This design comes from an exercise in tuning for small area, a short achievable clock period and few clock cycles on the open sky130 flow, not from production work.
Only simulation tests tie the RTL to the original design; equivalence was not proved.
Power is estimated from default activity; no workload was simulated.

==> flow/config.mk <==
export PLATFORM = sky130hd
export DESIGN_NAME = JAM
export DESIGN_NICKNAME = JAM
export VERILOG_FILES = /design/flow/design.v
export SDC_FILE = /design/flow/constraint.sdc
export NUM_CORES = 4
export LEC_CHECK = 0
export CAP_MARGIN = 20
export CORE_MARGIN = 2
export CORE_UTILIZATION = 40
export SETUP_SLACK_MARGIN = 2.6
export SLEW_MARGIN = 20
==> flow/constraint.sdc <==
create_clock -name core_clock -period 6.0 [get_ports {CLK}]
set_input_delay 1.2000 -clock core_clock [delete_from_list [all_inputs] [get_ports {CLK}]]
set_output_delay 1.2000 -clock core_clock [all_outputs]
set_load 0.01 [all_outputs]
==> flow/design.v <==
module JAM (
input CLK,
input RST,
output reg [2:0] W,
output reg [2:0] J,
input [6:0] Cost,
output reg [3:0] MatchCount,
output reg [9:0] MinCost,
output reg Valid );
reg [7:0] k;
always @(posedge CLK or posedge RST) begin
    if (RST) k <= 0;
    else if (k != 136) k <= k + 1'b1;
end
reg [5:0] addr;
always @(posedge CLK or posedge RST) begin
    if (RST) addr <= 0;
    else addr <= addr + 1'b1;
end
always @(*) begin
    W = addr[5:3];
    J = addr[2:0];
end
always @(posedge CLK or posedge RST) begin
    if (RST) Valid <= 1'b0;
    else if (k == 135) Valid <= 1'b1;
end
reg [447:0] m;    
reg [447:0] nx;
reg [7:0] ldw;    
integer i;
always @(posedge CLK or posedge RST) begin
    if (RST) ldw <= 0;
    else for (i = 0; i < 8; i = i + 1) ldw[i] <= (k < 64) && (k[5:3] == i);
end
always @(*) begin
    for (i = 0; i < 64; i = i + 1)
        if (i % 8 != 7) nx[7*i +: 7] = m[7*(i+1) +: 7];
        else nx[7*i +: 7] = ldw[i / 8] ? Cost : m[7*(i-7) +: 7];
end
always @(posedge CLK) m <= nx;
reg [17:0] sel;
always @(posedge CLK or posedge RST) begin
    if (RST) sel <= 18'h15045;
    else case (k)
        8'd67: sel <= 18'h13085;
        8'd75: sel <= 18'h2828a;
        8'd83: sel <= 18'h28489;
        8'd91: sel <= 18'h22905;
        8'd99: sel <= 18'h24509;
        8'd107: sel <= 18'h14461;
        8'd115: sel <= 18'h124a1;
        8'd123: sel <= 18'h22511;
        8'd127: sel <= 18'h122a2;
        default: ;
    endcase
end
wire [223:0] c;
assign c[0 +: 7] = nx[0 +: 7];
assign c[7 +: 7] = ({7{sel[0]}} & nx[7 +: 7])
    | ({7{sel[1]}} & nx[14 +: 7]);
assign c[14 +: 7] = ({7{sel[2]}} & nx[14 +: 7])
    | ({7{sel[3]}} & nx[21 +: 7])
    | ({7{sel[4]}} & nx[28 +: 7])
    | ({7{sel[5]}} & nx[42 +: 7]);
assign c[21 +: 7] = ({7{sel[6]}} & nx[21 +: 7])
    | ({7{sel[7]}} & nx[28 +: 7])
    | ({7{sel[8]}} & nx[35 +: 7]);
assign c[28 +: 7] = nx[56 +: 7];
assign c[35 +: 7] = ({7{sel[0]}} & nx[63 +: 7])
    | ({7{sel[1]}} & nx[70 +: 7]);
assign c[42 +: 7] = ({7{sel[2]}} & nx[70 +: 7])
    | ({7{sel[3]}} & nx[77 +: 7])
    | ({7{sel[4]}} & nx[84 +: 7])
    | ({7{sel[5]}} & nx[98 +: 7]);
assign c[49 +: 7] = ({7{sel[6]}} & nx[77 +: 7])
    | ({7{sel[7]}} & nx[84 +: 7])
    | ({7{sel[8]}} & nx[91 +: 7]);
assign c[56 +: 7] = nx[112 +: 7];
assign c[63 +: 7] = ({7{sel[0]}} & nx[119 +: 7])
    | ({7{sel[1]}} & nx[126 +: 7]);
assign c[70 +: 7] = ({7{sel[2]}} & nx[126 +: 7])
    | ({7{sel[3]}} & nx[133 +: 7])
    | ({7{sel[4]}} & nx[140 +: 7])
    | ({7{sel[5]}} & nx[154 +: 7]);
assign c[77 +: 7] = ({7{sel[6]}} & nx[133 +: 7])
    | ({7{sel[7]}} & nx[140 +: 7])
    | ({7{sel[8]}} & nx[147 +: 7]);
assign c[84 +: 7] = nx[168 +: 7];
assign c[91 +: 7] = ({7{sel[0]}} & nx[175 +: 7])
    | ({7{sel[1]}} & nx[182 +: 7]);
assign c[98 +: 7] = ({7{sel[2]}} & nx[182 +: 7])
    | ({7{sel[3]}} & nx[189 +: 7])
    | ({7{sel[4]}} & nx[196 +: 7])
    | ({7{sel[5]}} & nx[210 +: 7]);
assign c[105 +: 7] = ({7{sel[6]}} & nx[189 +: 7])
    | ({7{sel[7]}} & nx[196 +: 7])
    | ({7{sel[8]}} & nx[203 +: 7]);
assign c[112 +: 7] = ({7{sel[9]}} & nx[231 +: 7])
    | ({7{sel[10]}} & nx[238 +: 7])
    | ({7{sel[11]}} & nx[252 +: 7])
    | ({7{sel[12]}} & nx[266 +: 7]);
assign c[119 +: 7] = ({7{sel[13]}} & nx[245 +: 7])
    | ({7{sel[14]}} & nx[252 +: 7])
    | ({7{sel[15]}} & nx[259 +: 7]);
assign c[126 +: 7] = ({7{sel[16]}} & nx[259 +: 7])
    | ({7{sel[17]}} & nx[266 +: 7]);
assign c[133 +: 7] = nx[273 +: 7];
assign c[140 +: 7] = ({7{sel[9]}} & nx[287 +: 7])
    | ({7{sel[10]}} & nx[294 +: 7])
    | ({7{sel[11]}} & nx[308 +: 7])
    | ({7{sel[12]}} & nx[322 +: 7]);
assign c[147 +: 7] = ({7{sel[13]}} & nx[301 +: 7])
    | ({7{sel[14]}} & nx[308 +: 7])
    | ({7{sel[15]}} & nx[315 +: 7]);
assign c[154 +: 7] = ({7{sel[16]}} & nx[315 +: 7])
    | ({7{sel[17]}} & nx[322 +: 7]);
assign c[161 +: 7] = nx[329 +: 7];
assign c[168 +: 7] = ({7{sel[9]}} & nx[343 +: 7])
    | ({7{sel[10]}} & nx[350 +: 7])
    | ({7{sel[11]}} & nx[364 +: 7])
    | ({7{sel[12]}} & nx[378 +: 7]);
assign c[175 +: 7] = ({7{sel[13]}} & nx[357 +: 7])
    | ({7{sel[14]}} & nx[364 +: 7])
    | ({7{sel[15]}} & nx[371 +: 7]);
assign c[182 +: 7] = ({7{sel[16]}} & nx[371 +: 7])
    | ({7{sel[17]}} & nx[378 +: 7]);
assign c[189 +: 7] = nx[385 +: 7];
assign c[196 +: 7] = ({7{sel[9]}} & nx[399 +: 7])
    | ({7{sel[10]}} & nx[406 +: 7])
    | ({7{sel[11]}} & nx[420 +: 7])
    | ({7{sel[12]}} & nx[434 +: 7]);
assign c[203 +: 7] = ({7{sel[13]}} & nx[413 +: 7])
    | ({7{sel[14]}} & nx[420 +: 7])
    | ({7{sel[15]}} & nx[427 +: 7]);
assign c[210 +: 7] = ({7{sel[16]}} & nx[427 +: 7])
    | ({7{sel[17]}} & nx[434 +: 7]);
assign c[217 +: 7] = nx[441 +: 7];
localparam [23:0] PAIRS = {2'd2,2'd3, 2'd1,2'd3, 2'd1,2'd2, 2'd0,2'd3, 2'd0,2'd2, 2'd0,2'd1};
reg [7:0] su0 [0:3][0:5];
reg [7:0] su1 [0:3][0:5];
integer g, e;
always @(posedge CLK) begin
    for (g = 0; g < 4; g = g + 1)
        for (e = 0; e < 6; e = e + 1) begin
            su0[g][e] <= c[7*(8*g+PAIRS[4*e+2 +: 2]) +: 7] + c[7*(8*g+4+PAIRS[4*e +: 2]) +: 7];
            su1[g][e] <= c[7*(8*g+PAIRS[4*e +: 2]) +: 7] + c[7*(8*g+4+PAIRS[4*e+2 +: 2]) +: 7];
        end
end
reg [7:0] pa_v [0:3][0:5];
reg       pa_d [0:3][0:5];
always @(posedge CLK) begin
    for (g = 0; g < 4; g = g + 1)
        for (e = 0; e < 6; e = e + 1) begin
            pa_v[g][e] <= (su1[g][e] < su0[g][e]) ? su1[g][e] : su0[g][e];
            pa_d[g][e] <= (su1[g][e] == su0[g][e]);
        end
end
reg [8:0] ta [0:1][0:2];
reg [8:0] tb [0:1][0:2];
reg [2:0] na [0:1][0:2];
reg [2:0] nb [0:1][0:2];
integer h, q;
always @(posedge CLK) begin
    for (h = 0; h < 2; h = h + 1)
        for (q = 0; q < 3; q = q + 1) begin
            ta[h][q] <= pa_v[2*h][q] + pa_v[2*h+1][5-q];
            na[h][q] <= (pa_d[2*h][q] ? 3'd2 : 3'd1) << pa_d[2*h+1][5-q];
            tb[h][q] <= pa_v[2*h][5-q] + pa_v[2*h+1][q];
            nb[h][q] <= (pa_d[2*h][5-q] ? 3'd2 : 3'd1) << pa_d[2*h+1][q];
        end
end
reg [8:0] sp_v [0:1][0:2];
reg [3:0] sp_n [0:1][0:2];
always @(posedge CLK) begin
    for (h = 0; h < 2; h = h + 1)
        for (q = 0; q < 3; q = q + 1) begin
            sp_v[h][q] <= (tb[h][q] < ta[h][q]) ? tb[h][q] : ta[h][q];
            sp_n[h][q] <= (tb[h][q] < ta[h][q]) ? {1'b0, nb[h][q]} :
                          (tb[h][q] == ta[h][q]) ? {1'b0, na[h][q]} + {1'b0, nb[h][q]} : {1'b0, na[h][q]};
        end
end
reg [8:0] hb_v [0:1];
reg [3:0] hb_n [0:1];
reg lt01, lt02, lt12, eq01, eq02, eq12;
reg [3:0] n01, n02, n12, n012;
always @(posedge CLK) begin
    for (h = 0; h < 2; h = h + 1) begin
        lt01 = sp_v[h][0] < sp_v[h][1];
        lt02 = sp_v[h][0] < sp_v[h][2];
        lt12 = sp_v[h][1] < sp_v[h][2];
        eq01 = sp_v[h][0] == sp_v[h][1];
        eq02 = sp_v[h][0] == sp_v[h][2];
        eq12 = sp_v[h][1] == sp_v[h][2];
        n01 = sp_n[h][0] + sp_n[h][1];
        n02 = sp_n[h][0] + sp_n[h][2];
        n12 = sp_n[h][1] + sp_n[h][2];
        n012 = n01 + sp_n[h][2];
        if ((lt01 || eq01) && (lt02 || eq02)) begin
            hb_v[h] <= sp_v[h][0];
            hb_n[h] <= (eq01 && eq02) ? n012 : eq01 ? n01 : eq02 ? n02 : sp_n[h][0];
        end
        else if (!lt01 && (lt12 || eq12)) begin
            hb_v[h] <= sp_v[h][1];
            hb_n[h] <= eq12 ? n12 : sp_n[h][1];
        end
        else begin
            hb_v[h] <= sp_v[h][2];
            hb_n[h] <= sp_n[h][2];
        end
    end
end
reg [9:0] tot;
reg [3:0] totn;
always @(posedge CLK) begin
    tot <= hb_v[0] + hb_v[1];
    totn <= hb_n[0] * hb_n[1];
end
wire accum = (k >= 66) && (k < 136);
always @(posedge CLK or posedge RST) begin
    if (RST) begin
        MinCost <= 10'h3ff;
        MatchCount <= 0;
    end
    else if (accum) begin
        if (tot < MinCost) begin
            MinCost <= tot;
            MatchCount <= totn;
        end
        else if (tot == MinCost) MatchCount <= MatchCount + totn;
    end
end
endmodule
==> flow/run.sh <==
#!/bin/bash
# synth_recipe.tcl (not shown) runs the flow's synth.tcl, then flattens the netlist and writes it again
# the make line also repeats each setting of config.mk as NAME=value (left out here)
make -C /OpenROAD-flow-scripts/flow DESIGN_CONFIG=/design/flow/config.mk WORK_HOME=/design/flow/orfs CLKGATE_MAP_FILE= SYNTH_SCRIPT=/design/flow/synth_recipe.tcl finish
==> impl_metrics.tcl, run 1 <==
set metrics [dict create \
    synth_edf_count 0 \
    timing.critical_path.mode_cell "a21oi_1" \
    synth_top_family_by_area "adder cells" \
    cts_root_buffer "clkbuf_16" \
    ys_seq_area_share_pct 45.7 \
    hold_viol 0 \
    drt_wl_total_um 158000 \
    synthAdderAreaFrac_pct 19.4 \
    muxShareOfSynthArea_pct 6.36 \
    cp_slowest_cell "mux2i_1" \
    synth_fp_nets 6433 \
    tns_ns 0 \
    async_flop_share_pct 3.96 \
    fmax_mhz 308 \
    drc 0 \
    layout_commonest_cell "dfxtp_1" \
    stdcell_count 7787 \
    die_area_um2 154000 \
    setup_ws_ns 2.76 \
    end_kind "register" \
    critical_path.max_stage_delay_ns 0.54 \
    tightest_slew_ns 1.00 \
    syn_inst 5534 \
    cp-start-kind "input pin" \
    min_period_over_period_pct 54.1 \
    yosysWarningCount 13 \
    r2r-start "sel[12]" \
    vias 39200 \
    reg2reg_slack_ns 2.77 \
    cts_max_level 4 \
    synth-seq-cells 1364 \
    synth_cell_types 80 \
    max-vdd-ir-drop_mv 0.262 \
    leakage_nw 32.8 \
    multiInputGateArea_um2 29900 \
    vias_per_cell 5.04 \
    antenna_found_initial 18 \
    grt_pass1_vias 39200 \
    dp_cells 7508 \
    fin_nets 6546 \
    finalPower_mw 21.1 \
    worstHoldPathType "register to register" \
    synth_compound_area_share_pct 13.2 \
    drive_above_1_share_pct 11.1 \
    synth.avg_cell_area_um2 10.9 \
    place_ws_ns 1.49 \
    num_io_pins 30 \
    routabilityCongestion 0.908 \
    die_w_um 393 \
    ant_nets 0 \
    relSlewSlack_pct 33.0 \
    clock_sinks 1364 \
    first_iter_violations 2718 \
    hpwl_um 125000 \
    grt_max_degree 55 \
    grt.busiest_layer "met2" \
    status "no timing/DRC/antenna violations" \
    fin_worst_skew_ns 0.0507 \
    wl_per_cell_um 20.2 \
    grtUsageTotal_pct 20.6 \
    synth_xor_area_share_pct 5.00 \
    startpoint "Cost[1]" \
    met3_usage_pct 3.06 \
    synthesis.area_um2 60400 \
    cts_buffers 146 \
    start_util_pct 40.3 \
    hold_buffers 0 \
    p_per_area_nw_per_um2 310 \
    arrival_ns 3.92 \
    cts_buffer_depth 3 \
    core_um2 150000 \
    fillers 13800 \
    grt_use_met2_pct 32.4 \
    whs_ns 0.313 \
    final_max_slew_viol_count 0 \
    clk_pin_slew_ns 0.06 \
    synthSimpleGateAreaFrac_pct 5.57 \
    final_cell_mix "1,310 x dfxtp_1, 814 x ha_1, 651 x inv_1" \
    max-cap-violations 0 \
    critical_path.endpoint "su0[23][7]" \
    crit_type "input pin to register" \
    drtPass1Iterations 9 \
    clk_latency_ns 0.81 \
    rows 142 \
    reg2regPathDepth 10 \
    crit_chain "dlygate4sd2_1 > mux2i_1 > inv_1 > ha_1 > a21o_1 > a21oi_1 > o21bai_1 > a21oi_1 > nor2b_1 > o21ai_0 > nand2b_1" \
    port_buffers 29 \
    cp.required_ns 6.68 \
    grt_overflow 0 \
    reg2reg_to "su0[13][7]" \
    die_y_um 393 \
    worstPathMaxFanout 8 \
    ff_latch_area_um2 27600 \
    period_minus_slack_ns 3.24 \
    cts_tree "done" \
    yosys_most_used_dff "dfxtp_1" \
    min_path_cells 0 \
    grt_pass1_wl_um 237000 \
    area_delta_synth_final_pct 12.8 \
    setup_viol 0 \
    grt_use_met1_pct 29.4 \
    rsz0062_at_grt "yes" \
]
[registers in the layout, indices dropped and copies added, names as in the netlist, 10 cells and up]
signal and cells:
nb 18, m 448, hb_v 18, su0 192, tb 54, tot 10, pa_v 192, na 18
sp_n 24, ta 54, sp_v 54, su1 192, pa_d 24, MinCost 10, sel 17
[logic make-up (layout without fill, tap and decap cells)]
family	count (synthesis)	after routing
muxes	331	331
buffers and inverters	741	972
adders and majority gates	890	890
xor gates and xnor gates	345	345
other	0	6
DFF	1364	1364
AOI/OAI and AO/OA	1203	1203
and+or+nand+nor	660	660
[metal layers]
metal | share of wire, % | wire length [um]
met1 | 49 | 77600
met2 | 44 | 69000
met3 | 4.6 | 7290
met4 | 2.3 | 3620
met5 | 0.0083 | 13
[stage by stage]
step | util, % | cell area (um2)
floorplan | - | 60400
finish | 45.5 | 68200
global placement | 42.0 | 62900
detailed placement | 42.0 | 62900
global route | 45.4 | 68200
CTS | 45.4 | 68100
[worst max-delay path, delay by kind of cell]
kind	cells	cell delay, ns
simple gates	2	0.15
mux	1	0.54
fa+ha+maj	1	0.35
compound gates	5	0.92
buf+inv	2	0.73
[cell type report]
| type | instances | share of cell area, % |
|---|---|---|
| flip-flops and latches | 1364 | 40.5 |
| clock buffers | 200 | 6.08 |
| well taps | 2016 | 3.70 |
| multi-input cells | 3429 | 43.9 |
| inverters | 652 | 3.59 |
| diodes | 6 | 0.0220 |
| repair buffers | 54 | 0.705 |
| clock inverters | 66 | 1.47 |
[report_power, final]
part	switching (mW)	internal (mW)
Combinational	1.03	0.822
Clock	3.88	5.57
Sequential	0.307	9.51
Total	5.21	15.9
[repair_timing]
action	in CTS	in global routing
pin swaps	3	1
buffers inserted	6	1
endpoints found under the setup margin	37	30
resized for setup	2	10
gates cloned	0	0
[worst min path at each step]
stage,start,to
finish,m[293],m[286]
floorplan,m[231],m[224]
CTS,m[293],m[286]
detailed placement,m[233],m[226]
global placement,m[287],m[280]
global route,m[348],m[341]
[cells in the mapped netlist, types with 60 or more instances]
library cell / count / share of area, %
xnor2_1: 251 / 3.6
nand2b_1: 89 / 0.92
o21ai_0: 202 / 1.7
xor2_1: 94 / 1.4
dfxtp_1: 1310 / 43
o21bai_1: 98 / 1.2
a21oi_1: 353 / 2.9
a22o_1: 60 / 0.87
mux2_2: 265 / 4.9
nand4_1: 66 / 0.68
nor2_1: 160 / 0.99
a22oi_1: 112 / 1.4
nor2b_1: 88 / 0.91
inv_1: 652 / 4.1
a21o_1: 198 / 2.5
fa_1: 76 / 2.5
nand2_1: 170 / 1.1
clkbuf_1: 66 / 0.41
ha_1: 814 / 17
Testbench counts, summed over its fixed seeds: cycles 1,644.
==> run 2: changes to the inputs <==
--- a/flow/config.mk
+++ b/flow/config.mk
@@ -8,5 +8,5 @@
 export CAP_MARGIN = 20
 export CORE_MARGIN = 2
 export CORE_UTILIZATION = 40
-export SETUP_SLACK_MARGIN = 2.6
+export SETUP_SLACK_MARGIN = 3.0
 export SLEW_MARGIN = 20
==> run 2 against run 1 <==
Hold slack better by 0.0077 ns. Final area is 0.52% higher. Utilization is 0.24 points higher. Critical path depth stayed put. Global-route usage hardly changed. Cell count is 0.24% higher. Critical path type is now register to register. Routed wire length is 0.35% higher. Sequential share of layout area is 0.16 points lower.
==> impl_metrics.tcl, run 2 <==
set metrics [dict create \
    status "no timing/DRC/antenna violations" \
    crit_type "register to register" \
    drtPass1Iterations 6 \
    p_per_area_nw_per_um2 309 \
    routabilityCongestion 0.901 \
    synth-seq-cells 1364 \
    regMostFlops "m" \
    final_max_slew_viol_count 0 \
    internal-power_mw 16.0 \
    design_area_um2 68500 \
    largest_reg_flops 448 \
    ff_latch_area_um2 27600 \
    synth_edf_count 0 \
    grt_pass1_vias 39600 \
    yosysTopAreaCell "dfxtp_1" \
    core_um2 150000 \
    async_flop_share_pct 3.96 \
    final_cell_mix "1,310 x dfxtp_1, 814 x ha_1, 649 x inv_1" \
    yosys_most_used_dff "dfxtp_1" \
    yosys-top-cells-count "1,310 x dfxtp_1, 814 x ha_1, 652 x inv_1" \
    final_core_util_pct 45.7 \
    fin_worst_skew_ns 0.0435 \
    worstPathMaxFanout 17 \
    layout_commonest_cell "dfxtp_1" \
    synthesis.area_um2 60400 \
    cts_buffers 146 \
    worstHoldPathType "register to register" \
    die_y_um 393 \
    synth_cell_types 80 \
    wl_per_cell_um 20.2 \
    drt_wl_total_um 158000 \
    tightest_slew_ns 0.967 \
    synth.most_common_cell "dfxtp_1" \
    synth.avg_cell_area_um2 10.9 \
    antenna_found_initial 22 \
    setup_viol 0 \
    grt_overflow 0 \
    clk_latency_ns 0.80 \
    vias 39500 \
    cp.required_ns 6.69 \
    hold_viol 0 \
    yosysWarningCount 13 \
    ant_nets 0 \
    stdcell_count 7806 \
    period_minus_slack_ns 2.92 \
    rsz0062_at_grt "yes" \
    clk_pin_slew_ns 0.06 \
    die_w_um 393 \
    yosysTopAreaCellShare_pct 43.4 \
    grtUsageTotal_pct 20.6 \
    cts_root_buffer "clkbuf_16" \
    fmax_mhz 342 \
    max-cap-violations 0 \
    min_period_over_period_pct 48.7 \
    power_frac_comb_pct 8.8 \
    dp_cells 7505 \
    yosys-top-cells-area "dfxtp_1 43%, ha_1 17%, mux2_2 4.9%" \
    relSlewSlack_pct 35.3 \
    port_buffers 29 \
    p_sw_mw 5.14 \
    cts_tree "done" \
    die_area_um2 154000 \
    vias_per_cell 5.05 \
    syn_inst 5534 \
    area_delta_synth_final_pct 13.4 \
    power_frac_seq_pct 46.4 \
    ys_seq_area_share_pct 45.7 \
    start_util_pct 40.3 \
    drive_above_1_share_pct 11.9 \
    num_io_pins 30 \
    tns_ns 0 \
    clock_sinks 1364 \
    cp-start-kind "register" \
    max-vdd-ir-drop_mv 0.220 \
    fillers 13900 \
    placed_cell_area_um2 62900 \
    hpwl_um 124000 \
    netSwitchingFraction_pct 24.3 \
    multiInputGateArea_um2 30100 \
    grt_pass1_wl_um 239000 \
    fin_nets 6564 \
    rows 142 \
    grt_max_degree 55 \
    clkPwrFrac_pct 44.8 \
    cts_max_level 4 \
    leakage_nw 33.0 \
    arrival_ns 3.61 \
    end_kind "register" \
    first_iter_violations 2681 \
    drc 0 \
    cts_buffer_depth 3 \
    synth_fp_nets 6433 \
]
## run 2: metrics by stage
stage          hold WS (ns)  setup WS [ns]  power (mW)
2_1_floorplan         0.310           3.00        11.3
5_1_grt               0.332           2.97        22.0
3_5_place_dp          0.312           1.40        11.9
4_1_cts               0.322           3.00        21.3
3_3_place_gp          0.311           1.47        11.8
6_report              0.321           3.08        21.1
## run 2: kinds of logic (layout without fill, tap and decap cells)
kind of cell	Yosys count	after routing	share of synthesized area [%]
AO/OA/AOI/OAI	1203	1203	13.2
flip-flops	1364	1364	45.7
multiplexers	331	331	6.36
adder cells (fa/ha/maj)	890	890	19.4
AND/OR/NAND/NOR	660	660	5.57
buffers and inverters	741	992	4.79
XOR/XNOR	345	345	5.00
other	0	5	0
## run 2: final timing paths
kind / from / end / slack, ns / cells after the start
min in group asynchronous: RST / MatchCount[0] / 0.95 / 3
max in group asynchronous: RST / sel[10] / 4.35 / 3
worst max register to register: sel[13] / su0[15][6] / 3.08 / 11
worst min register to register: m[404] / m[397] / 0.32 / 0
worst max-delay path: sel[13] / su0[15][6] / 3.08 / 11
worst min-delay path: m[404] / m[397] / 0.32 / 0
## run 2: critical path, cell delays in order (launching register included)
cell      delay [ns]
dfrtp_2         0.42
buf_4           0.23
a222oi_1        0.41
inv_2           0.17
ha_1            0.27
fa_1            0.40
a21oi_1         0.21
nor2_1          0.07
nor2_1          0.16
o21bai_1        0.10
a21oi_1         0.20
xnor2_1         0.17
## run 2: cell type report
class	count	share of cell area, %
Sequential cell	1364	40.3
Timing Repair Buffer	72	0.964
Tap cell	2016	3.68
Antenna cell	5	0.0183
Clock buffer	206	6.18
Multi-Input combinational cell	3429	43.9
Inverter	652	3.57
Clock inverter	62	1.36
## run 2: power groups by stage
| stage | Combinational, mW | Clock [mW] | Sequential [mW] |
|---|---|---|---|
| 3_3_place_gp | 1.81 | 0 | 10.0 |
| 2_1_floorplan | 1.47 | 0 | 9.86 |
| 6_report | 1.85 | 9.47 | 9.82 |
| 5_1_grt | 2.11 | 10.0 | 9.86 |
| 3_5_place_dp | 1.85 | 0 | 10.0 |
| 4_1_cts | 1.87 | 9.67 | 9.82 |
## run 2: routing by layer
metal,vias to the layer above,GRT usage (%),routed length (um)
met5,-,0,0
met4,0,6.38,4270
met3,206,2.90,8120
met2,951,32.0,68700
met1,18900,29.4,77000
li1,19400,-,-
## run 2: timing repair
item,CTS,global route
gates resized for setup,44,36
setup buffers,16,12
hold buffers,0,0
setup endpoints to repair,172,61
endpoints found under the hold margin,0,0
pin swaps,7,2
==> run 3: changes to the inputs <==
--- a/flow/config.mk
+++ b/flow/config.mk
@@ -8,5 +8,7 @@
 export CAP_MARGIN = 20
 export CORE_MARGIN = 2
 export CORE_UTILIZATION = 40
+export CTS_BUF_LIST = sky130_fd_sc_hd__clkbuf_8
+export CTS_CLUSTER_SIZE = 20
 export SETUP_SLACK_MARGIN = 3.0
 export SLEW_MARGIN = 20
==> run 3 against run 2 <==
Utilization fell by 0.28 points. Clock power fell by about 10%. Final area fell by 0.60%. Sequential share of layout area rose by 0.25 points. Worst setup slack got worse by 0.041 ns. Routed wire length rose by 0.33%. Clock-buffer cell count rose by 71. Sequential cell count did not move. Maximum frequency fell by 1.4%. Hold slack got worse by 0.039 ns. Synthesized cell count did not move.
==> impl_metrics.tcl, run 3 <==
set metrics [dict create \
    yosys_most_used_dff "dfxtp_1" \
    max-cap-violations 0 \
    rsz0062_at_grt "yes" \
    final_max_slew_viol_count 0 \
    design_area_um2 68100 \
    status "no timing/DRC/antenna violations" \
    r2r-start "sel[7]" \
    reg2reg_slack_ns 3.04 \
    tightest_slew_ns 1.05 \
    whs_ns 0.282 \
    vias 39800 \
    port_buffers 29 \
    area_delta_synth_final_pct 12.7 \
    placed_cell_area_um2 62900 \
    timing.critical_path.mode_cell "buf_4" \
    synth_top_family_by_area "adder cells" \
    cp_top_family "compound AO/OA/AOI/OAI gates" \
    worstPathMaxFanout 29 \
    min_path_cells 0 \
    crit_chain "buf_4 > a222oi_1 > buf_4 > inv_1 > ha_1 > a21o_1 > a21oi_1 > o21bai_1 > a21oi_2 > nor2b_1 > o21ai_0 > nand2b_1" \
    grt_pass1_wl_um 240000 \
    p_per_area_nw_per_um2 296 \
    hold_viol 0 \
    fmax_mhz 337 \
    finalPower_mw 20.2 \
    cp.buffers_inverters 3 \
    vias_per_cell 5.01 \
    synthSimpleGateAreaFrac_pct 5.57 \
    synth.avg_cell_area_um2 10.9 \
    hold_buffers 0 \
    grtUsageTotal_pct 20.7 \
    start_util_pct 40.3 \
    max-vdd-ir-drop_mv 0.245 \
    min_period_over_period_pct 49.4 \
    drive_above_1_share_pct 13.5 \
    arrival_ns 3.78 \
    synth_xor_area_share_pct 5.00 \
    drt_wl_total_um 159000 \
    cts_root_buffer "clkbuf_8" \
    rows 142 \
    relSlewSlack_pct 29.2 \
    final_cell_mix "1,310 x dfxtp_1, 814 x ha_1, 706 x inv_1" \
    yosysWarningCount 13 \
    fin_nets 6633 \
    reg2reg_to "su1[4][7]" \
    num_io_pins 30 \
    cp-start-kind "register" \
    muxShareOfSynthArea_pct 6.36 \
    cts_buffer_depth 3 \
    routabilityCongestion 0.901 \
    synthAdderAreaFrac_pct 19.4 \
    synth_fp_nets 6433 \
    clock_sinks 1364 \
    hold_end "m[282]" \
    layout_commonest_cell "dfxtp_1" \
    fin_worst_skew_ns 0.0724 \
    synth-seq-cells 1364 \
    yosysTopAreaCellShare_pct 43.4 \
    antenna_found_initial 23 \
    worstHoldPathType "register to register" \
    clk_pin_slew_ns 0.06 \
    clk_latency_ns 0.99 \
    die_w_um 393 \
    die_y_um 393 \
    reg2regPathDepth 12 \
    end_kind "register" \
    grt_overflow 0 \
    die_area_um2 154000 \
    first_iter_violations 2586 \
    period_minus_slack_ns 2.96 \
    regMostFlops "m" \
    hp-start "m[289]" \
    synth_edf_count 0 \
    wl_per_cell_um 20.0 \
    cts_max_level 4 \
    synthesis.area_um2 60400 \
    crit_type "register to register" \
    largest_reg_flops 448 \
    ys_seq_area_share_pct 45.7 \
    core_um2 150000 \
    cp.required_ns 6.81 \
    syn_inst 5534 \
    cp_slowest_cell "a222oi_1" \
    ant_nets 0 \
    yosys-top-cells-count "1,310 x dfxtp_1, 814 x ha_1, 652 x inv_1" \
    place_ws_ns 1.40 \
    grt_pass1_vias 40300 \
    async_flop_share_pct 3.96 \
    grt_max_degree 55 \
    drc 0 \
    setup_viol 0 \
    setup_ws_ns 3.04 \
    leakage_nw 33.1 \
    cts_buffers 219 \
    synth_compound_area_share_pct 13.2 \
    synth.most_common_cell "dfxtp_1" \
    yosysTopAreaCell "dfxtp_1" \
    tns_ns 0 \
    hpwl_um 124000 \
    synth_cell_types 80 \
    cts_tree "done" \
    drtPass1Iterations 8 \
    yosys-top-cells-area "dfxtp_1 43%, ha_1 17%, mux2_2 4.9%" \
    critical_path.max_stage_delay_ns 0.45 \
]
[run 3: changes by cell type in the layout (fill, tap and decap cells not counted), moves of 10 or more]
cell           delta
clkinv_2         +23
clkbuf_1         -27
clkbuf_8        +246
inv_1            +57
clkbuf_16       -148
dlygate4sd2_1    -10
[run 3: area by class of cell]
| type | count | area [um2] |
|---|---|---|
| Clock inverter | 128 | 1030 |
| Sequential cell | 1364 | 27600 |
| Timing Repair Buffer | 68 | 607 |
| Fill cell | 14100 | 81800 |
| Tap cell | 2016 | 2520 |
| Multi-Input combinational cell | 3429 | 30000 |
| Inverter | 652 | 2450 |
| Clock buffer | 277 | 3810 |
| Antenna cell | 7 | 17.5 |
[run 3: repair_timing]
action / in CTS / in global routing
endpoints found under the setup margin: 154 / 64
buffers inserted: 14 / 10
pin swaps: 7 / 1
resized for setup: 74 / 31
[run 3: routing by layer]
layer,global-route usage [%],up-vias,share of wire [%]
met3,3.51,243,5.5
li1,-,19600,-
met5,0,-,0.026
met1,29.2,19000,48
met2,31.9,971,43
met4,6.74,6,2.9
[run 3: power breakdown]
part           internal (mW)  leakage (nW)  switching (mW)
combinational          0.822          18.9            1.03
sequential              9.51          11.5           0.308
clock                   4.59          2.73            3.93
[run 3: cells by family after synthesis]
logic type	Yosys count
compound gates	1203
flops	1364
simple gates	660
fa+ha+maj	890
mux	331
buf+inv	741
xor+xnor	345
[run 3: worst reg2reg max path, stage by stage, from the launching register on]
cell	delay [ns]
dfrtp_1	0.36
buf_4	0.24
a222oi_1	0.48
buf_4	0.23
inv_1	0.14
ha_1	0.31
a21o_1	0.19
a21oi_1	0.27
o21bai_1	0.13
a21oi_2	0.19
nor2b_1	0.06
o21ai_0	0.15
nand2b_1	0.10
[run 3: through the flow]
step                utilization, %  cells
CTS                           45.3   7924
global placement              42.0   7505
floorplan                        -   5534
global route                  45.4   7935
finish                        45.4   7941
detailed placement            42.0   7505
[run 3: how the worst max path moves through the flow]
stage               start          to  slack (ns)  cells past startpoint
2_1_floorplan     Cost[1]  su1[20][7]        3.00                     10
3_3_place_gp      Cost[1]  su1[20][7]        1.47                     11
3_5_place_dp      Cost[1]  su1[23][7]        1.40                     11
4_1_cts        MinCost[1]  MinCost[1]        3.00                      1
5_1_grt            sel[7]   su1[4][7]        2.91                     12
6_report           sel[7]   su1[4][7]        3.04                     12
==> run 4: changes to the inputs <==
--- a/flow/config.mk
+++ b/flow/config.mk
@@ -8,7 +8,7 @@
 export CAP_MARGIN = 20
 export CORE_MARGIN = 2
 export CORE_UTILIZATION = 40
-export CTS_BUF_LIST = sky130_fd_sc_hd__clkbuf_8
-export CTS_CLUSTER_SIZE = 20
+export CTS_CLUSTER_DIAMETER = 80
+export CTS_CLUSTER_SIZE = 24
 export SETUP_SLACK_MARGIN = 3.0
 export SLEW_MARGIN = 20
==> run 4 against run 3 <==
Clock-buffer cell count decreased by 186. Register-to-register slack gained 0.09 ns. Via count shrank 2.4%. Global-route usage fell by 0.39 points. Non-clock buffer count up 5. Synthesized cell count unchanged. Worst setup slack better by 0.090 ns. Clock power decreased by about 30%. Hold slack better by 0.036 ns. Area after synthesis unchanged. Still clean on timing, DRC and antenna. Cell count down 3.5%. Utilization is 1.5 points lower.
==> impl_metrics.tcl, run 4 <==
set metrics [dict create \
    core_um2 150000 \
    synthesis.area_um2 60400 \
    period_minus_slack_ns 2.87 \
    min_period_over_period_pct 47.9 \
    fin_nets 6497 \
    tns_ns 0 \
    grt_pass1_vias 38800 \
    vias_per_cell 5.07 \
    layout_commonest_cell "dfxtp_1" \
    cp-start-kind "register" \
    end_kind "output pin" \
    leakage_nw 31.7 \
    grt_overflow 0 \
    hpwl_um 124000 \
    cts_tree "done" \
    fmax_mhz 348 \
    fillers 14200 \
    max-cap-violations 0 \
    antenna_found_initial 19 \
    p_sw_mw 4.61 \
    start_util_pct 40.3 \
    internal-power_mw 13.0 \
    drtPass1Iterations 8 \
    port_buffers 29 \
    num_io_pins 30 \
    placed_cell_area_um2 62900 \
    cts_buffer_depth 3 \
    yosysWarningCount 13 \
    grt_max_degree 55 \
    fin_worst_skew_ns 0.0477 \
    final_cell_mix "1,310 x dfxtp_1, 814 x ha_1, 649 x inv_1" \
    p_per_area_nw_per_um2 268 \
    yosys-top-cells-count "1,310 x dfxtp_1, 814 x ha_1, 652 x inv_1" \
    die_w_um 393 \
    clock_sinks 1364 \
    synth_fp_nets 6433 \
    crit_type "register to output pin" \
    regMostFlops "m" \
    synth.avg_cell_area_um2 10.9 \
    synth_edf_count 0 \
    hold_viol 0 \
    wl_per_cell_um 20.3 \
    die_y_um 393 \
    arrival_ns 1.67 \
    clk_latency_ns 0.72 \
    cp.required_ns 4.80 \
    final_max_slew_viol_count 0 \
    drive_above_1_share_pct 9.98 \
    grtUsageTotal_pct 20.3 \
    first_iter_violations 2662 \
    finalPower_mw 17.6 \
    synth_cell_types 80 \
    setup_viol 0 \
    ant_nets 0 \
    grt_pass1_wl_um 235000 \
    dp_cells 7505 \
    yosys-top-cells-area "dfxtp_1 43%, ha_1 17%, mux2_2 4.9%" \
    setup_ws_ns 3.13 \
    stdcell_count 7663 \
    cts_max_level 3 \
    routabilityCongestion 0.901 \
    design_area_um2 65900 \
    drc 0 \
    synth-seq-cells 1364 \
    cts_buffers 78 \
    yosysTopAreaCellShare_pct 43.4 \
    die_area_um2 154000 \
    area_delta_synth_final_pct 9.11 \
    status "no timing/DRC/antenna violations" \
    hold_buffers 0 \
    ys_seq_area_share_pct 45.7 \
    cp_top_family "buffers and inverters" \
    max-vdd-ir-drop_mv 0.217 \
    critical_path.max_stage_delay_ns 0.58 \
    clk_pin_slew_ns 0.09 \
    whs_ns 0.318 \
    netSwitchingFraction_pct 26.1 \
    tightest_slew_ns 1.06 \
    yosysTopAreaCell "dfxtp_1" \
    cts_root_buffer "clkbuf_16" \
    rows 142 \
    largest_reg_flops 448 \
    yosys_most_used_dff "dfxtp_1" \
    vias 38900 \
    clkPwrFrac_pct 34.0 \
    cp_slowest_cell "clkdlybuf4s50_1" \
    syn_inst 5534 \
    crit_chain "clkdlybuf4s50_1" \
    power_frac_seq_pct 55.5 \
    async_flop_share_pct 3.96 \
    synth.most_common_cell "dfxtp_1" \
    rsz0062_at_grt "yes" \
    worstPathMaxFanout 4 \
    drt_wl_total_um 156000 \
    power_frac_comb_pct 10.5 \
    cp.buffers_inverters 1 \
    final_core_util_pct 44.0 \
    place_ws_ns 1.40 \
    relSlewSlack_pct 28.7 \
    worstHoldPathType "register to register" \
]
-- run 4: cell counts after synthesis --
No cell type changed its count.
-- run 4: per-layer routing --
metal  track usage, %  up-vias  share of wire (%)
met5                0        -              0.017
met4             5.25        4                2.6
met3             2.41      156                4.8
met2             31.8      831                 44
met1             29.4    18600                 49
li1                 -    19200                  -
-- run 4: final timing paths --
check / startpoint / cells past startpoint / slack [ns] / endpoint
worst max-delay path: addr[3] / 1 / 3.13 / W[0]
worst min-delay path: m[231] / 0 / 0.32 / m[224]
worst max register to register: sel[2] / 10 / 3.13 / su0[3][7]
worst min register to register: m[231] / 0 / 0.32 / m[224]
max in group asynchronous: RST / 3 / 4.26 / sel[10]
min in group asynchronous: RST / 3 / 1.03 / MatchCount[0]
-- run 4: layout make-up --
class                   count  area (um2)  area share [%]
inverters                 652        2450            3.71
well taps                2016        2520            3.83
flip-flops and latches   1364       27600            41.9
diodes                      3        7.51          0.0114
repair buffers             73         659            1.00
clock inverters            35         520           0.790
multi-input cells        3429       30100            45.6
clock buffers              91        2060            3.13
-- run 4: cell families (layout without fill, tap and decap cells) --
group | count (synthesis) | in the layout | share of synthesized area, %
other | 0 | 3 | 0
and+or+nand+nor | 660 | 660 | 5.57
muxes | 331 | 331 | 6.36
adders and majority gates | 890 | 890 | 19.4
buffers and inverters | 741 | 851 | 4.79
DFF | 1364 | 1364 | 45.7
AOI/OAI and AO/OA | 1203 | 1203 | 13.2
xor gates and xnor gates | 345 | 345 | 5.00
-- run 4: power groups by stage --
stage	Combinational (mW)	Clock (mW)	Sequential (mW)
floorplan	1.47	0	9.86
global placement	1.81	0	10.0
detailed placement	1.85	0	10.0
CTS	1.86	6.17	9.81
global route	2.10	6.49	9.86
finish	1.85	6.00	9.80
-- run 4: what timing repair did --
action                                 CTS  global route
gates cloned                             0             0
pin swaps                                7             2
buffers inserted                        14            15
endpoints found under the hold margin    0             0
resized for setup                       40            34
setup endpoints to repair              175            74
==> run 5: changes to the inputs <==
--- a/flow/config.mk
+++ b/flow/config.mk
@@ -8,7 +8,7 @@
 export CAP_MARGIN = 20
 export CORE_MARGIN = 2
 export CORE_UTILIZATION = 40
-export CTS_CLUSTER_DIAMETER = 80
-export CTS_CLUSTER_SIZE = 24
+export CTS_CLUSTER_DIAMETER = 100
+export CTS_CLUSTER_SIZE = 30
 export SETUP_SLACK_MARGIN = 3.0
 export SLEW_MARGIN = 20
==> run 5 against run 4 <==
Still clean. Total power down 7.3%. Clock-buffer cell count down 29. Critical endpoint is now su1[4][6]. Critical path depth up 8. Sequential cell count unchanged. Synthesized cell count unchanged. Clock power down 22%. Register-to-register slack worse by 0.04 ns. Hold slack better by 0.013 ns. Sequential share of layout area up 0.57 points. First-iteration DRC count up 3.0%. Clock skew up 0.037 ns. Global-route usage down 0.24 points.
==> impl_metrics.tcl, run 5 <==
set metrics [dict create \
    dp_cells 7505 \
    final_max_slew_viol_count 0 \
    grt_pass1_vias 38600 \
    clk_pin_slew_ns 0.12 \
    start_util_pct 40.3 \
    hold_viol 0 \
    crit_type "register to register" \
    min_period_over_period_pct 48.5 \
    layout_commonest_cell "dfxtp_1" \
    async_flop_share_pct 3.96 \
    grt_overflow 0 \
    leakage_nw 31.3 \
    synth.most_common_cell "dfxtp_1" \
    p_per_area_nw_per_um2 251 \
    synth_edf_count 0 \
    ys_seq_area_share_pct 45.7 \
    ant_nets 0 \
    drtPass1Iterations 7 \
    synth_cell_types 80 \
    cp-start-kind "register" \
    status "no timing/DRC/antenna violations" \
    vias_per_cell 5.06 \
    drive_above_1_share_pct 9.38 \
    r2r-start "sel[0]" \
    antenna_found_initial 20 \
    first_iter_violations 2741 \
    syn_inst 5534 \
    reg2reg_to "su1[4][6]" \
    grt_pass1_wl_um 234000 \
    hold_end "m[226]" \
    reg2reg_slack_ns 3.09 \
    hpwl_um 124000 \
    tns_ns 0 \
    num_io_pins 30 \
    die_w_um 393 \
    core_um2 150000 \
    drc 0 \
    largest_reg_flops 448 \
    clock_sinks 1364 \
    rsz0062_at_grt "yes" \
    fin_nets 6474 \
    clk_latency_ns 0.75 \
    finalPower_mw 16.4 \
    yosys_most_used_dff "dfxtp_1" \
    hp-start "m[233]" \
    yosys-top-cells-count "1,310 x dfxtp_1, 814 x ha_1, 652 x inv_1" \
    arrival_ns 3.55 \
    tightest_slew_ns 1.02 \
    synth-seq-cells 1364 \
    setup_viol 0 \
    routabilityCongestion 0.901 \
    vias 38500 \
    yosysTopAreaCell "dfxtp_1" \
    rows 142 \
    stdcell_count 7615 \
    yosysWarningCount 13 \
    end_kind "register" \
    worstHoldPathType "register to register" \
    cts_max_level 2 \
    die_area_um2 154000 \
    grtUsageTotal_pct 20.0 \
    yosys-top-cells-area "dfxtp_1 43%, ha_1 17%, mux2_2 4.9%" \
    cts_buffers 55 \
    synth_fp_nets 6433 \
    period_minus_slack_ns 2.91 \
    synthesis.area_um2 60400 \
    grt_max_degree 55 \
    fin_worst_skew_ns 0.0843 \
    regMostFlops "m" \
    die_y_um 393 \
    worstPathMaxFanout 30 \
    hold_buffers 0 \
    fmax_mhz 343 \
    yosysTopAreaCellShare_pct 43.4 \
    cts_root_buffer "clkbuf_16" \
    min_path_cells 0 \
    final_cell_mix "1,310 x dfxtp_1, 814 x ha_1, 649 x inv_1" \
    cp.required_ns 6.63 \
    relSlewSlack_pct 31.3 \
    cts_tree "done" \
    cts_buffer_depth 3 \
    wl_per_cell_um 20.3 \
    max-cap-violations 0 \
    reg2regPathDepth 9 \
    area_delta_synth_final_pct 7.64 \
    max-vdd-ir-drop_mv 0.203 \
    port_buffers 29 \
    synth.avg_cell_area_um2 10.9 \
    drt_wl_total_um 155000 \
]
run 5: timing repair:
| item | 4_1_cts | 5_1_grt |
|---|---|---|
| pin swaps | 6 | 3 |
| setup buffers | 14 | 15 |
| endpoints found under the setup margin | 170 | 66 |
| resized for setup | 39 | 45 |
run 5: area by class of cell:
cell class / count / area (um2)
timing repair buffer: 73 / 669
fill: 14300 / 84900
multi-input combinational: 3429 / 30100
sequential: 1364 / 27600
antenna: 4 / 10.0
tap: 2016 / 2520
inverter: 652 / 2450
clock buffer: 62 / 1410
clock inverter: 15 / 238
run 5: worst max-delay path by stage:
stage	from	to	slack, ns	cells past startpoint
after floorplan	Cost[1]	su1[20][7]	3.00	10
after global placement	Cost[1]	su1[20][7]	1.47	11
after detailed placement	Cost[1]	su1[23][7]	1.40	11
after CTS	sel[15]	su0[18][6]	3.00	12
after global routing	sel[2]	su0[1][7]	2.97	10
final	sel[0]	su1[4][6]	3.09	9
run 5: logic make-up (layout without fill, tap and decap cells):
logic type | count (synthesis) | count (layout) | synth area share (%)
fa+ha+maj | 890 | 890 | 19.4
xor+xnor | 345 | 345 | 5.00
flops | 1364 | 1364 | 45.7
buf+inv | 741 | 802 | 4.79
compound gates | 1203 | 1203 | 13.2
mux | 331 | 331 | 6.36
other cells | 0 | 4 | 0
simple gates | 660 | 660 | 5.57
run 5: power breakdown:
| group | total, mW | internal (mW) | switching (mW) |
|---|---|---|---|
| Combinational | 1.85 | 0.822 | 1.03 |
| Sequential | 9.81 | 9.50 | 0.307 |
| Clock | 4.70 | 1.77 | 2.93 |
| Total | 16.4 | 12.1 | 4.27 |
run 5: worst max-delay path: stages (launching register included):
cell	delay [ns]
dfstp_4	0.85
a22o_1	0.41
inv_1	0.22
fa_1	0.50
inv_1	0.08
a21oi_1	0.07
o21bai_1	0.24
a21o_1	0.16
a21oi_1	0.07
xnor2_1	0.21
run 5: layer usage:
layer | global-route usage, % | wire length [um] | up-vias
met3 | 2.23 | 6900 | 133
met4 | 4.57 | 3550 | 2
met2 | 31.6 | 67300 | 740
li1 | - | - | 19100
met1 | 29.2 | 76800 | 18500
met5 | 0 | 20 | -
run 5: stage by stage:
stage          setup WS [ns]  util, %  hold WS (ns)  cell area (um2)
3_3_place_gp            1.47     42.0         0.311            62900
4_1_cts                 3.00     43.2         0.333            64700
6_report                3.09     43.4         0.332            65000
5_1_grt                 2.97     43.4         0.345            65000
2_1_floorplan           3.00        -         0.310            60400
3_5_place_dp            1.40     42.0         0.312            62900
==> run 6: changes to the inputs <==
==> flow/flow/run.sh (new file) <==
#!/bin/bash
# The standard layout, with the port buffers made of buf_4 cells instead of
# the library's default buffer (a slow delay cell).
set -euo pipefail
export BUFFER_PORTS_ARGS="-buffer_cell sky130_fd_sc_hd__buf_4"
bash standard.sh > standard.log 2>&1
==> flow/standard.sh (new file) <==
#!/bin/bash
# synth_recipe.tcl (not shown) runs the flow's synth.tcl, then flattens the netlist and writes it again
# the make line also repeats each setting of config.mk as NAME=value (left out here)
make -C /OpenROAD-flow-scripts/flow DESIGN_CONFIG=/design/flow/config.mk WORK_HOME=/design/flow/orfs CLKGATE_MAP_FILE= SYNTH_SCRIPT=/design/flow/synth_recipe.tcl "${@:-finish}"
--- a/flow/config.mk
+++ b/flow/config.mk
@@ -8,7 +8,7 @@
 export CAP_MARGIN = 20
 export CORE_MARGIN = 2
 export CORE_UTILIZATION = 40
-export CTS_CLUSTER_DIAMETER = 100
-export CTS_CLUSTER_SIZE = 30
+export CTS_CLUSTER_DIAMETER = 80
+export CTS_CLUSTER_SIZE = 24
 export SETUP_SLACK_MARGIN = 3.0
 export SLEW_MARGIN = 20
removed: flow/run.sh
==> run 6 against run 5 <==
Routed wire length up 0.35%. Maximum frequency increased by 0.23%. Clock power up 27%. Worst setup slack better by 0.0066 ns. First-iteration DRC count shrank 9.9%. Sequential share of layout area down 0.50 points. Clock-buffer cell count increased by 30. Hold slack got worse by 0.0057 ns. Still clean.
==> impl_metrics.tcl, run 6 <==
set metrics [dict create \
    area_delta_synth_final_pct 8.90 \
    power_frac_comb_pct 10.5 \
    worstPathMaxFanout 22 \
    tns_ns 0 \
    relSlewSlack_pct 33.9 \
    synth_compound_area_share_pct 13.2 \
    final_max_slew_viol_count 0 \
    syn_inst 5534 \
    cp.required_ns 6.66 \
    layout_commonest_cell "dfxtp_1" \
    final_cell_mix "1,310 x dfxtp_1, 814 x ha_1, 650 x inv_1" \
    period_minus_slack_ns 2.91 \
    max-vdd-ir-drop_mv 0.208 \
    grt_pass1_wl_um 232000 \
    hpwl_um 123000 \
    end_kind "register" \
    drtPass1Iterations 7 \
    fin_nets 6496 \
    synth_fp_nets 6433 \
    yosysTopAreaCell "dfxtp_1" \
    synth.avg_cell_area_um2 10.9 \
    grt_pass1_vias 38500 \
    placed_cell_area_um2 62800 \
    timing.critical_path.mode_cell "inv_1" \
    cts_buffer_depth 3 \
    synth-seq-cells 1364 \
    core_um2 150000 \
    synthAdderAreaFrac_pct 19.4 \
    async_flop_share_pct 3.96 \
    min_period_over_period_pct 48.4 \
    die_y_um 393 \
    design_area_um2 65800 \
    first_iter_violations 2470 \
    synth_edf_count 0 \
    hold_viol 0 \
    setup_viol 0 \
    status "no timing/DRC/antenna violations" \
    num_io_pins 30 \
    clk_latency_ns 0.74 \
    yosysTopAreaCellShare_pct 43.4 \
    power_frac_seq_pct 55.6 \
    leakage_nw 31.7 \
    start_util_pct 40.3 \
    die_area_um2 154000 \
    drc 0 \
    rsz0062_at_grt "no" \
    grt_overflow 0 \
    synth.most_common_cell "dfxtp_1" \
    crit_type "register to register" \
    routabilityCongestion 0.934 \
    yosysWarningCount 13 \
    arrival_ns 3.57 \
    drive_above_1_share_pct 10.5 \
    cts_root_buffer "clkbuf_16" \
    vias_per_cell 5.08 \
    drt_wl_total_um 155000 \
    fillers 14100 \
    largest_reg_flops 448 \
    grtUsageTotal_pct 20.1 \
    synth_top_family_by_area "adder cells" \
    cp_slowest_cell "dfrtp_1" \
    reg2reg_to "su1[11][6]" \
    yosys-top-cells-count "1,310 x dfxtp_1, 814 x ha_1, 652 x inv_1" \
    cts_buffers 79 \
    reg2reg_slack_ns 3.09 \
    muxShareOfSynthArea_pct 6.36 \
    critical_path.max_stage_delay_ns 0.49 \
    min_path_cells 0 \
    hp-start "m[347]" \
    synthesis.area_um2 60400 \
    clkPwrFrac_pct 33.8 \
    p_per_area_nw_per_um2 268 \
    clk_pin_slew_ns 0.10 \
    vias 39000 \
    cp-start-kind "register" \
    hold_end "m[340]" \
    yosys_most_used_dff "dfxtp_1" \
    grt_max_degree 31 \
    p_sw_mw 4.63 \
    reg2regPathDepth 13 \
    synth_cell_types 80 \
    synthSimpleGateAreaFrac_pct 5.57 \
    cp.buffers_inverters 5 \
    finalPower_mw 17.6 \
    ys_seq_area_share_pct 45.7 \
    cts_max_level 3 \
    wl_per_cell_um 20.2 \
    netSwitchingFraction_pct 26.3 \
    fin_worst_skew_ns 0.0330 \
    crit_chain "buf_4 > a222oi_1 > inv_1 > buf_4 > ha_1 > inv_1 > fa_1 > inv_1 > a21oi_1 > o21bai_1 > a21o_1 > a21oi_1 > xnor2_1" \
    rows 142 \
    fmax_mhz 344 \
    r2r-start "sel[8]" \
    cts_tree "done" \
    synth_xor_area_share_pct 5.00 \
    worstHoldPathType "register to register" \
    cp_top_family "compound AO/OA/AOI/OAI gates" \
    die_w_um 393 \
    antenna_found_initial 18 \
    regMostFlops "m" \
    clock_sinks 1364 \
    max-cap-violations 0 \
    ant_nets 0 \
    yosys-top-cells-area "dfxtp_1 43%, ha_1 17%, mux2_2 4.9%" \
    port_buffers 29 \
    internal-power_mw 13.0 \
    tightest_slew_ns 0.981 \
]
-- run 6: cell counts after synthesis --
Identical to the previous run, type by type.
-- run 6: layout make-up --
class                           count  area (um2)  area share (%)
Multi-Input combinational cell   3429       30000            45.7
Sequential cell                  1364       27600            42.0
Tap cell                         2016        2520            3.83
Inverter                          652        2450            3.72
Clock buffer                       92        2060            3.13
Timing Repair Buffer               71         582           0.884
Clock inverter                     39         500           0.761
Antenna cell                        5        12.5          0.0190
-- run 6: worst max path at each step --
stage	start	end	cells past startpoint
after CTS	sp_v[1][2]	hb_v[0][7]	7
after global placement	Cost[1]	su1[20][7]	11
after floorplan	Cost[1]	su1[20][7]	10
after detailed placement	Cost[1]	su1[16][7]	11
final	sel[8]	su1[11][6]	13
after global routing	sel[7]	su1[10][6]	11
-- run 6: cells by family (layout without fill, tap and decap cells) --
group	after synthesis	count (layout)
flops	1364	1364
compound gates	1203	1203
fa+ha+maj	890	890
buf+inv	741	854
simple gates	660	660
xor+xnor	345	345
mux	331	331
other cells	0	5
-- run 6: power by group through the flow --
stage	logic (mW)	clock network [mW]	registers, mW
finish	1.86	5.96	9.79
global route	2.12	6.43	9.84
CTS	1.86	6.11	9.79
detailed placement	1.85	0	10.0
global placement	1.82	0	9.99
floorplan	1.47	0	9.86
-- run 6: layer usage --
layer,part of all wire (%),vias to the layer above,GRT usage [%]
li1,-,19200,-
met4,2.8,0,6.10
met1,49,18600,28.9
met2,44,884,31.6
met3,4.8,197,2.03
met5,0,-,0
-- run 6: stage by stage --
step	instances	util [%]	hold WS, ns	worst slack, ns
5_1_grt	7663	43.9	0.337	3.00
3_3_place_gp	7505	41.9	0.310	2.42
4_1_cts	7651	43.7	0.333	3.00
6_report	7668	43.9	0.326	3.09
2_1_floorplan	5534	-	0.310	3.00
3_5_place_dp	7505	41.9	0.312	2.43
-- run 6: timing repair --
action,4_1_cts,5_1_grt
buffers inserted,15,12
endpoints found under the setup margin,113,72
gates resized for setup,14,34
pin swaps,8,3
hold buffers,0,0
==> run 7: changes to the inputs <==
--- a/flow/config.mk
+++ b/flow/config.mk
@@ -10,5 +10,5 @@
 export CORE_UTILIZATION = 40
 export CTS_CLUSTER_DIAMETER = 80
 export CTS_CLUSTER_SIZE = 24
-export SETUP_SLACK_MARGIN = 3.0
+export SETUP_SLACK_MARGIN = 3.4
 export SLEW_MARGIN = 20
==> run 7 against run 6 <==
Clock skew grew 0.017 ns. Largest power group unchanged. Highest routed layer is now met5. Critical path type unchanged. Still clean on timing, DRC and antenna. Sequential power is essentially flat. Critical endpoint is now su1[8][6]. Via count grew 3.0%.
==> impl_metrics.tcl, run 7 <==
set metrics [dict create \
    status "no timing/DRC/antenna violations" \
    synth.most_common_cell "dfxtp_1" \
    period_minus_slack_ns 2.74 \
    final_max_slew_viol_count 0 \
    tns_ns 0 \
    syn_inst 5534 \
    wl_per_cell_um 20.7 \
    area_delta_synth_final_pct 15.5 \
    cts_tree "done" \
    grt_use_met2_pct 32.1 \
    hpwl_um 124000 \
    finalPower_mw 18.2 \
    cp-start-kind "register" \
    yosysWarningCount 13 \
    stdcell_count 7852 \
    synth_xor_area_share_pct 5.00 \
    fmax_mhz 365 \
    grt.busiest_layer "met2" \
    internal-power_mw 13.4 \
    synth_compound_area_share_pct 13.2 \
    muxShareOfSynthArea_pct 6.36 \
    drtPass1Iterations 7 \
    grtUsageTotal_pct 20.7 \
    synth_edf_count 0 \
    ant_nets 0 \
    dp_cells 7505 \
    synth-seq-cells 1364 \
    met3_usage_pct 2.42 \
    grt_overflow 0 \
    place_ws_ns 2.52 \
    cts_root_buffer "clkbuf_16" \
    vias 40100 \
    first_iter_violations 2577 \
    hold_buffers 0 \
    largest_reg_flops 448 \
    cts_buffer_depth 3 \
    worstHoldPathType "register to register" \
    min_period_over_period_pct 45.7 \
    setup_ws_ns 3.26 \
    netSwitchingFraction_pct 26.5 \
    clk_pin_slew_ns 0.09 \
    cts_max_level 3 \
    hold_viol 0 \
    routabilityCongestion 0.926 \
    tightest_slew_ns 0.907 \
    port_buffers 29 \
    synth_fp_nets 6433 \
    setup_viol 0 \
    fin_nets 6675 \
    drc 0 \
    grt_pass1_wl_um 239000 \
    power_frac_comb_pct 11.1 \
    worstPathMaxFanout 10 \
    leakage_nw 32.8 \
    arrival_ns 3.41 \
    layout_commonest_cell "dfxtp_1" \
    power_frac_seq_pct 53.9 \
    fillers 13800 \
    fin_worst_skew_ns 0.0499 \
    vias_per_cell 5.11 \
    relSlewSlack_pct 38.9 \
    antenna_found_initial 20 \
    grt_use_met1_pct 30.0 \
    max-cap-violations 0 \
    cp.required_ns 6.67 \
    core_um2 150000 \
    drive_above_1_share_pct 20.1 \
    startpoint "sel[7]" \
    synthesis.area_um2 60400 \
    crit_type "register to register" \
    clk_latency_ns 0.75 \
    die_y_um 393 \
    clock_sinks 1364 \
    whs_ns 0.324 \
    die_w_um 393 \
    yosysTopAreaCell "dfxtp_1" \
    die_area_um2 154000 \
    p_sw_mw 4.82 \
    yosys-top-cells-count "1,310 x dfxtp_1, 814 x ha_1, 652 x inv_1" \
    num_io_pins 30 \
    p_per_area_nw_per_um2 261 \
    ys_seq_area_share_pct 45.7 \
    rsz0062_at_grt "yes" \
    cts_buffers 81 \
    end_kind "register" \
    grt_max_degree 41 \
    yosys-top-cells-area "dfxtp_1 43%, ha_1 17%, mux2_2 4.9%" \
    max-vdd-ir-drop_mv 0.222 \
    async_flop_share_pct 3.96 \
    drt_wl_total_um 163000 \
    clkPwrFrac_pct 35.0 \
    start_util_pct 40.3 \
    final_cell_mix "1,308 x dfxtp_1, 740 x ha_1, 607 x inv_1" \
    yosysTopAreaCellShare_pct 43.4 \
    synthAdderAreaFrac_pct 19.4 \
    synth_cell_types 80 \
    yosys_most_used_dff "dfxtp_1" \
    hp-start "m[109]" \
    rows 142 \
    r2r-start "sel[7]" \
    regMostFlops "m" \
    synth_top_family_by_area "adder cells" \
    synthSimpleGateAreaFrac_pct 5.57 \
    synth.avg_cell_area_um2 10.9 \
    grt_pass1_vias 39600 \
]
[run 7: cell counts after synthesis]
Identical to the previous run, type by type.
[run 7: path summary, 6_finish.rpt]
check / end / cells after the start / slack (ns)
worst max-delay path: su1[8][6] / 13 / 3.26
worst min-delay path: m[102] / 0 / 0.32
worst max register to register: su1[8][6] / 13 / 3.26
worst min register to register: m[102] / 0 / 0.32
max in group asynchronous: sel[9] / 3 / 4.46
min in group asynchronous: MatchCount[2] / 2 / 0.47
[run 7: timing repair]
action / in CTS / in global routing
buffers inserted: 114 / 83
pin swaps: 80 / 198
gates resized for setup: 172 / 303
gates cloned: 2 / 5
endpoints found under the setup margin: 326 / 150
[run 7: per-stage QoR]
step,util (%),cell area (um2)
after global placement,42.2,63200
after CTS,45.1,67700
final,46.5,69800
after floorplan,-,60800
after global routing,46.5,69800
after detailed placement,42.2,63200
[run 7: logic make-up after synthesis]
family | count (synthesis)
flip-flops | 1364
AO/OA/AOI/OAI | 1203
XOR/XNOR | 345
multiplexers | 331
buffers and inverters | 741
adder cells (fa/ha/maj) | 890
AND/OR/NAND/NOR | 660
[run 7: final cells by class]
type                            instances  area (um2)  share of cell area (%)
Multi-Input combinational cell       3432       32000                    45.8
Sequential cell                      1364       27700                    39.6
Tap cell                             2016        2520                    3.62
Inverter                              652        2470                    3.54
Timing Repair Buffer                  245        2280                    3.26
Clock buffer                           91        2090                    3.00
Clock inverter                         46         772                    1.11
Antenna cell                            6        15.0                  0.0215
[run 7: layer usage]
layer  up-vias  share of wire (%)  wire, um
met3       210                4.8      7870
met5         -             0.0043         7
met4         2                2.8      4590
li1      19600                  -         -
met2       933                 43     70700
met1     19400                 49     79400
[run 7: worst max-delay path, cell delays in order, from the launching register on]
cell and delay (ns):
dfrtp_4 0.55, buf_12 0.17, a222oi_1 0.38, inv_2 0.19, buf_6 0.15, ha_1 0.20, inv_2 0.07, fa_2 0.22
inv_1 0.06, a21oi_2 0.12, o21bai_1 0.10, a21o_1 0.20, a21oi_2 0.15, xnor2_1 0.13
[run 7: power by group through the flow]
stage	Clock, mW	Sequential (mW)	Combinational [mW]
final	6.36	9.79	2.03
after global routing	6.87	9.84	2.27
after CTS	6.53	9.79	1.96
after detailed placement	0	10.0	1.87
after global placement	0	10.0	1.84
after floorplan	0	9.86	1.48

==> afterwards: timing with drivers on the ports <==
The results above use ideal ports. As a check the final layouts listed here were re-extracted and re-timed, cells and wires unchanged. Step 1: set_driving_cell puts a clkbuf_16 on CLK and a buf_2 on each other input, an assumption about the parent block. Step 2 adds t to the input delays and takes it off the output delays; t is the mean of the earliest and latest rising clock arrival at the registers after step 1. Input paths then give back, and output paths get back, about the clock's delay inside the block. Slacks: ideal / step 1 / step 2; pairs: ideal / step 1.
run	shift t [ns]	setup WS [ns]	worst setup path at the end	worst register clock-pin slew, ns	worst data-port slew with drivers (ns)
run 1	0.857	2.756 / 2.766 / 1.956	input to register	0.07 / 0.07	0.03
run 2	0.845	3.077 / 3.008 / 2.370	input to register	0.06 / 0.06	0.03
run 3	1.022	3.036 / 3.027 / 2.169	input to register	0.07 / 0.07	0.03
run 4	0.771	3.126 / 3.055 / 2.416	input to register	0.10 / 0.10	0.03
run 5	0.782	3.088 / 3.037 / 2.398	input to register	0.12 / 0.12	0.03
run 6	0.787	3.094 / 3.094 / 2.477	input to register	0.10 / 0.10	0.03
run 7	0.787	3.258 / 3.258 / 2.760	input to register	0.10 / 0.10	0.03
After both steps setup and hold are still met in every run listed. The setup slack of run 3, which loses most, moves by -0.009 ns with the drivers and by -0.867 ns with both steps.
